This design comes from an exercise in tuning for small area, a short achievable clock period and few clock cycles per item on the open sky130 flow, not from production work.
Where RTL was checked, it was by simulation tests only, not by an equivalence proof against the original.

==> lagoon <==
// nr_div
module nr_div (
    input rstn,
    input clk,
    input [23:0] d,
    input in_valid,
    output in_ready,
    output reg [23:0] out,
    output reg out_valid,
    input out_ready
);
    wire in_norm = d[23] ? ((d[22] == 1'b0 && d[21:8] != 14'd0) || d[22:8] == 15'h4000)
                         : d[22];
    wire acc = in_valid & in_ready;
    reg        v1, v2, v3, v4, v5, v6, v7, v8, v9;
    reg        f1, f2, f3, f4, f5, f6, f7, f8, f9;    
    reg        s1, s2, s3, s4, s5, s6, s7, s8, s9;
    reg [15:0] x1;
    reg [7:0]  dl1;
    reg [7:0]  ex2, ex3, ex4, ex5, ex6, ex7, ex8, ex9;
    reg [15:0] z2, z3, z4, z6, z7, zz8;
    reg        z2h;                      
    reg [1:0]  m2h;
    reg [13:0] mp2, mp3, mp4, mp5, mp6;
    reg [26:0] pa3_a, pa3_b;
    reg [11:0] ea4;
    reg [30:0] qb5_a, qb5_b;
    reg [21:0] pb7_a, pb7_b;
    reg [6:0]  eb8;
    reg [31:0] zc9_a, zc9_b;
    reg        sbusy;                    
    reg [2:0]  ph;                       
    reg [4:0]  cnt;
    reg [15:0] sM;
    reg [16:0] sZ, sB, sA;
    wire sdone = (ph == 3'd0);
    wire en = (!out_valid | out_ready) & !(v9 & f9 & !sdone);
    assign in_ready = (!out_valid | out_ready) & !sbusy;
    wire [15:0] m1 = x1 + {15'd0, s1};
    wire za_s1 = x1[0] ^ s1 ^ ~x1[4];
    wire za_c2 = (x1[0] & s1) | (x1[0] & ~x1[4]) | (s1 & ~x1[4]);
    wire za_s3 = x1[1] ^ ~x1[5] ^ x1[9];
    wire za_c4 = (x1[1] & ~x1[5]) | (x1[1] & x1[9]) | (~x1[5] & x1[9]);
    wire za_s5 = x1[2] ^ ~x1[6];
    wire za_c6 = x1[2] & ~x1[6];
    wire za_s7 = x1[3] ^ ~x1[7] ^ x1[11];
    wire za_c8 = (x1[3] & ~x1[7]) | (x1[3] & x1[11]) | (~x1[7] & x1[11]);
    wire za_s9 = ~x1[0] ^ ~s1 ^ x1[4];
    wire za_c10 = (~x1[0] & ~s1) | (~x1[0] & x1[4]) | (~s1 & x1[4]);
    wire za_s11 = ~x1[8] ^ x1[12];
    wire za_c12 = ~x1[8] & x1[12];
    wire za_s13 = ~x1[1] ^ x1[5] ^ ~x1[9];
    wire za_c14 = (~x1[1] & x1[5]) | (~x1[1] & ~x1[9]) | (x1[5] & ~x1[9]);
    wire za_s15 = x1[13] ^ 1'b1;
    wire za_c16 = x1[13] & 1'b1;
    wire za_s17 = ~x1[2] ^ x1[6] ^ ~x1[10];
    wire za_c18 = (~x1[2] & x1[6]) | (~x1[2] & ~x1[10]) | (x1[6] & ~x1[10]);
  ...
==> flow/config.mk <==
export PLATFORM = sky130hd
export DESIGN_NAME = nr_div
export DESIGN_NICKNAME = nr_div
export VERILOG_FILES = /design/flow/design.v
export SDC_FILE = /design/flow/constraint.sdc
export NUM_CORES = 4
export LEC_CHECK = 0
export CAP_MARGIN = 20
export CORE_MARGIN = 2
export CORE_UTILIZATION = 40
export SETUP_SLACK_MARGIN = 3.7
export SLEW_MARGIN = 20
==> flow/constraint.sdc <==
create_clock -name core_clock -period 8.0 [get_ports {clk}]
set_input_delay 1.6000 -clock core_clock [delete_from_list [all_inputs] [get_ports {clk}]]
set_output_delay 1.6000 -clock core_clock [all_outputs]
set_load 0.01 [all_outputs]
run.sh (not shown) runs the stock make flow with config.mk's settings and CLKGATE_MAP_FILE= SYNTH_SCRIPT=/design/flow/synth_recipe.tcl, a recipe that flattens the netlist after the stock synthesis.
==> quartz (differences from lagoon) <==
--- a/flow/design.v
+++ b/flow/design.v
@@ -1,11 +1,11 @@
 module nr_div (
     input rstn,
     input clk,
     input [23:0] d,
     input in_valid,
-    output in_ready,
+    output reg in_ready,
     output reg [23:0] out,
     output reg out_valid,
     input out_ready
 );
     wire in_norm = d[23] ? ((d[22] == 1'b0 && d[21:8] != 14'd0) || d[22:8] == 15'h4000)
@@ -16,27 +16,26 @@
     reg        s1, s2, s3, s4, s5, s6, s7, s8, s9;
     reg [15:0] x1;
     reg [7:0]  dl1;
     reg [7:0]  ex2, ex3, ex4, ex5, ex6, ex7, ex8, ex9;
     reg [15:0] z2, z3, z4, z6, z7, zz8;
-    reg        z2h;                      
-    reg [1:0]  m2h;
     reg [13:0] mp2, mp3, mp4, mp5, mp6;
     reg [26:0] pa3_a, pa3_b;
     reg [11:0] ea4;
     reg [30:0] qb5_a, qb5_b;
     reg [21:0] pb7_a, pb7_b;
     reg [6:0]  eb8;
     reg [31:0] zc9_a, zc9_b;
+    reg        skv;                      
+    reg [23:0] sk;
     reg        sbusy;                    
     reg [2:0]  ph;                       
     reg [4:0]  cnt;
     reg [15:0] sM;
     reg [16:0] sZ, sB, sA;
     wire sdone = (ph == 3'd0);
-    wire en = (!out_valid | out_ready) & !(v9 & f9 & !sdone);
-    assign in_ready = (!out_valid | out_ready) & !sbusy;
+    wire en = !skv & !(v9 & f9 & !sdone);
     wire [15:0] m1 = x1 + {15'd0, s1};
     wire za_s1 = x1[0] ^ s1 ^ ~x1[4];
     wire za_c2 = (x1[0] & s1) | (x1[0] & ~x1[4]) | (s1 & ~x1[4]);
     wire za_s3 = x1[1] ^ ~x1[5] ^ x1[9];
     wire za_c4 = (x1[1] & ~x1[5]) | (x1[1] & x1[9]) | (~x1[5] & x1[9]);
@@ -1594,11 +1593,11 @@
     wire [15:0] om  = f9 ? sm : zc9[31:16];
     wire [23:0] r9  = {om, ex9};
     always @(posedge clk) begin
         if (en) begin
             s1 <= d[23]; x1 <= d[23:8] ^ {16{d[23]}}; dl1 <= d[7:0];
-            s2 <= s1; ex2 <= 8'd1 - dl1; z2 <= z1[15:0]; mp2 <= m1[13:0]; z2h <= z1[16]; m2h <= m1[15:14];
+            s2 <= s1; ex2 <= 8'd1 - dl1; z2 <= z1[15:0]; mp2 <= m1[13:0];
             s3 <= s2; ex3 <= ex2; z3 <= z2; mp3 <= mp2; pa3_a <= pa_a; pa3_b <= pa_b;
             s4 <= s3; ex4 <= ex3; z4 <= z3; mp4 <= mp3; ea4 <= e1n;
             s5 <= s4; ex5 <= ex4; mp5 <= mp4; qb5_a <= qb_a; qb5_b <= qb_b;
             s6 <= s5; ex6 <= ex5; z6 <= qb5[30:15]; mp6 <= mp5;
             s7 <= s6; ex7 <= ex6; z7 <= z6; pb7_a <= pb_a; pb7_b <= pb_b;
@@ -1606,33 +1605,42 @@
             s9 <= s8; ex9 <= ex8; zc9_a <= zc_a; zc9_b <= zc_b;
         end
     end
     wire push = en & v9;
     wire pop  = out_valid & out_ready;
+    wire skv_n = pop ? 1'b0 : (push & out_valid) | skv;
+    wire sbusy_n = (acc & !in_norm) | (sbusy & !(push & f9));
     always @(posedge clk) begin
         if (!rstn) begin
             v1 <= 0; v2 <= 0; v3 <= 0; v4 <= 0; v5 <= 0; v6 <= 0; v7 <= 0; v8 <= 0; v9 <= 0;
             out_valid <= 0;
+            skv <= 0;
             sbusy <= 0;
+            in_ready <= 1;
         end else begin
             if (en) begin
                 v1 <= acc; v2 <= v1; v3 <= v2; v4 <= v3; v5 <= v4; v6 <= v5; v7 <= v6; v8 <= v7; v9 <= v8;
             end
-            if (push) out_valid <= 1;
-            else if (pop) out_valid <= 0;
-            if (acc & !in_norm) sbusy <= 1;
-            else if (push & f9) sbusy <= 0;
+            if (pop) out_valid <= skv | push;
+            else if (push) out_valid <= 1;
+            skv <= skv_n;
+            sbusy <= sbusy_n;
+            in_ready <= !skv_n & !sbusy_n;
         end
     end
     always @(posedge clk) begin
         if (en) begin
             f1 <= !in_norm; f2 <= f1; f3 <= f2; f4 <= f3; f5 <= f4; f6 <= f5; f7 <= f6; f8 <= f7; f9 <= f8;
         end
-        if (push) out <= r9;
+        if (pop) begin
+            out <= skv ? sk : r9;
+        end else if (push & !out_valid) begin
+            out <= r9;
+        end
+        if (push & out_valid & !pop) sk <= r9;
     end
-    wire        sstart = en & v2 & f2;
-    wire [15:0] m2 = {m2h, mp2};
+    wire        sstart = en & v1 & f1;
     wire [17:0] ssum = {1'b0, sA} + (sB[0] ? {1'b0, sZ} : 18'd0);
     wire [16:0] sH = {sA[14:0], sB[16:15]};
     wire [16:0] sT = (~sH + {16'd0, ~|sB[14:0]}) ^ 17'h10000;
     always @(posedge clk) begin
         if (!rstn) begin
@@ -1643,11 +1651,11 @@
             ph <= (ph == 3'd4) ? 3'd0 : ph + 3'd1;
         end
     end
     always @(posedge clk) begin
         if (sstart) begin
-            sM <= m2; sZ <= {z2h, z2}; sB <= {1'b0, m2}; sA <= 0; cnt <= 0;
+            sM <= m1; sZ <= z1; sB <= {1'b0, m1}; sA <= 0; cnt <= 0;
         end else if (ph != 0) begin
             if (cnt == 5'd17) begin
                 cnt <= 0;
                 sA <= 0;
                 if (ph[0]) begin
SETUP_SLACK_MARGIN = not set   (was 3.7)
==> nickel (differences from lagoon) <==
--- a/flow/design.v
+++ b/flow/design.v
@@ -1,11 +1,11 @@
 module nr_div (
     input rstn,
     input clk,
     input [23:0] d,
     input in_valid,
-    output in_ready,
+    output reg in_ready,
     output reg [23:0] out,
     output reg out_valid,
     input out_ready
 );
     wire in_norm = d[23] ? ((d[22] == 1'b0 && d[21:8] != 14'd0) || d[22:8] == 15'h4000)
@@ -16,27 +16,26 @@
     reg        s1, s2, s3, s4, s5, s6, s7, s8, s9;
     reg [15:0] x1;
     reg [7:0]  dl1;
     reg [7:0]  ex2, ex3, ex4, ex5, ex6, ex7, ex8, ex9;
     reg [15:0] z2, z3, z4, z6, z7, zz8;
-    reg        z2h;                      
-    reg [1:0]  m2h;
     reg [13:0] mp2, mp3, mp4, mp5, mp6;
     reg [26:0] pa3_a, pa3_b;
     reg [11:0] ea4;
     reg [30:0] qb5_a, qb5_b;
     reg [21:0] pb7_a, pb7_b;
     reg [6:0]  eb8;
     reg [31:0] zc9_a, zc9_b;
+    reg        skv;                      
+    reg [23:0] sk;
     reg        sbusy;                    
     reg [2:0]  ph;                       
     reg [4:0]  cnt;
     reg [15:0] sM;
     reg [16:0] sZ, sB, sA;
     wire sdone = (ph == 3'd0);
-    wire en = (!out_valid | out_ready) & !(v9 & f9 & !sdone);
-    assign in_ready = (!out_valid | out_ready) & !sbusy;
+    wire en = !skv & !(v9 & f9 & !sdone);
     wire [15:0] m1 = x1 + {15'd0, s1};
     wire za_s1 = x1[0] ^ s1 ^ ~x1[4];
     wire za_c2 = (x1[0] & s1) | (x1[0] & ~x1[4]) | (s1 & ~x1[4]);
     wire za_s3 = x1[1] ^ ~x1[5] ^ x1[9];
     wire za_c4 = (x1[1] & ~x1[5]) | (x1[1] & x1[9]) | (~x1[5] & x1[9]);
@@ -1594,11 +1593,11 @@
     wire [15:0] om  = f9 ? sm : zc9[31:16];
     wire [23:0] r9  = {om, ex9};
     always @(posedge clk) begin
         if (en) begin
             s1 <= d[23]; x1 <= d[23:8] ^ {16{d[23]}}; dl1 <= d[7:0];
-            s2 <= s1; ex2 <= 8'd1 - dl1; z2 <= z1[15:0]; mp2 <= m1[13:0]; z2h <= z1[16]; m2h <= m1[15:14];
+            s2 <= s1; ex2 <= 8'd1 - dl1; z2 <= z1[15:0]; mp2 <= m1[13:0];
             s3 <= s2; ex3 <= ex2; z3 <= z2; mp3 <= mp2; pa3_a <= pa_a; pa3_b <= pa_b;
             s4 <= s3; ex4 <= ex3; z4 <= z3; mp4 <= mp3; ea4 <= e1n;
             s5 <= s4; ex5 <= ex4; mp5 <= mp4; qb5_a <= qb_a; qb5_b <= qb_b;
             s6 <= s5; ex6 <= ex5; z6 <= qb5[30:15]; mp6 <= mp5;
             s7 <= s6; ex7 <= ex6; z7 <= z6; pb7_a <= pb_a; pb7_b <= pb_b;
@@ -1606,33 +1605,42 @@
             s9 <= s8; ex9 <= ex8; zc9_a <= zc_a; zc9_b <= zc_b;
         end
     end
     wire push = en & v9;
     wire pop  = out_valid & out_ready;
+    wire skv_n = pop ? 1'b0 : (push & out_valid) | skv;
+    wire sbusy_n = (acc & !in_norm) | (sbusy & !(push & f9));
     always @(posedge clk) begin
         if (!rstn) begin
             v1 <= 0; v2 <= 0; v3 <= 0; v4 <= 0; v5 <= 0; v6 <= 0; v7 <= 0; v8 <= 0; v9 <= 0;
             out_valid <= 0;
+            skv <= 0;
             sbusy <= 0;
+            in_ready <= 1;
         end else begin
             if (en) begin
                 v1 <= acc; v2 <= v1; v3 <= v2; v4 <= v3; v5 <= v4; v6 <= v5; v7 <= v6; v8 <= v7; v9 <= v8;
             end
-            if (push) out_valid <= 1;
-            else if (pop) out_valid <= 0;
-            if (acc & !in_norm) sbusy <= 1;
-            else if (push & f9) sbusy <= 0;
+            if (pop) out_valid <= skv | push;
+            else if (push) out_valid <= 1;
+            skv <= skv_n;
+            sbusy <= sbusy_n;
+            in_ready <= !skv_n & !sbusy_n;
         end
     end
     always @(posedge clk) begin
         if (en) begin
             f1 <= !in_norm; f2 <= f1; f3 <= f2; f4 <= f3; f5 <= f4; f6 <= f5; f7 <= f6; f8 <= f7; f9 <= f8;
         end
-        if (push) out <= r9;
+        if (pop) begin
+            out <= skv ? sk : r9;
+        end else if (push & !out_valid) begin
+            out <= r9;
+        end
+        if (push & out_valid & !pop) sk <= r9;
     end
-    wire        sstart = en & v2 & f2;
-    wire [15:0] m2 = {m2h, mp2};
+    wire        sstart = en & v1 & f1;
     wire [17:0] ssum = {1'b0, sA} + (sB[0] ? {1'b0, sZ} : 18'd0);
     wire [16:0] sH = {sA[14:0], sB[16:15]};
     wire [16:0] sT = (~sH + {16'd0, ~|sB[14:0]}) ^ 17'h10000;
     always @(posedge clk) begin
         if (!rstn) begin
@@ -1643,11 +1651,11 @@
             ph <= (ph == 3'd4) ? 3'd0 : ph + 3'd1;
         end
     end
     always @(posedge clk) begin
         if (sstart) begin
-            sM <= m2; sZ <= {z2h, z2}; sB <= {1'b0, m2}; sA <= 0; cnt <= 0;
+            sM <= m1; sZ <= z1; sB <= {1'b0, m1}; sA <= 0; cnt <= 0;
         end else if (ph != 0) begin
             if (cnt == 5'd17) begin
                 cnt <= 0;
                 sA <= 0;
                 if (ph[0]) begin
==> comparison <==
Against nickel, the clock skew of lagoon is lower by 0.042 ns. In quartz the worst setup slack is lower than in nickel, by 1.3 ns. In sequential cell count, nickel and quartz do not differ. Against nickel, the via count of lagoon is lower by about 2%.
==> figures <==
| item | quartz | nickel | lagoon |
|---|---|---|---|
| Result of the run | no timing/DRC/antenna violations | no timing/DRC/antenna violations | no timing/DRC/antenna violations |
| Clk Latency, worst-skew pair | 0.65 ns | 0.66 ns | 0.64 ns |
| Worst slack at placement | 2.591 ns | 3.199 ns | 2.473 ns |
| Num CTS Buffers | 73 | 77 | 73 |
| Sequential portion of the cell area | 35.88% | 35.22% | 34.92% |
| Worst setup margin | 2.476 ns | 3.753 ns | 3.779 ns |
| Pin slew with the least headroom to its limit | 1.106 ns | 0.9904 ns | 1.054 ns |
| Antenna cell count | 1 | 0 | 0 |
| Worst-case hold path end point | mp4[4] | mp6[1] | mp5[3] |
| Number of synthesized flops with an enable pin | 604 | 604 | 583 |
Testbench counts of quartz, summed over its fixed seeds: cycles 2,128, items 2,048.
Testbench counts of nickel, summed over its fixed seeds: cycles 2,128, items 2,048.
For lagoon, only the layout was checked, not whether the RTL still works.

separate check: timing with driven ports:
Ports are ideal in the flow. The routed layouts listed here were re-timed in OpenROAD.
Step 1 sets driving cells, clkbuf_16 on the clock port and buf_2 on the other inputs (assumed; they add their load-dependent delay and slew).
Step 2, shift: input delay + t, output delay - t, t = (earliest + latest rising clock arrival at the registers) / 2. This alone moves slack from input paths to output paths.
a / b / c = no drivers / after step 1 / after step 2; a / b = the first two.
run	shift t [ns]	setup WS [ns]	hold WS [ns]	worst setup path after step 2	worst register clock-pin slew, ns
lagoon	0.694	3.779 / 3.779 / 3.355	0.410 / 0.410 / 0.410	input to register	0.07 / 0.07
quartz	0.707	2.476 / 2.476 / 2.476	0.416 / 0.416 / 0.416	register to register	0.07 / 0.07
nickel	0.695	3.753 / 3.753 / 3.753	0.408 / 0.408 / 0.408	register to register	0.06 / 0.06
After both steps setup and hold are still met in every run listed. The setup slack of lagoon, which loses most, moves by 0.000 ns with the drivers and by -0.424 ns with both steps.
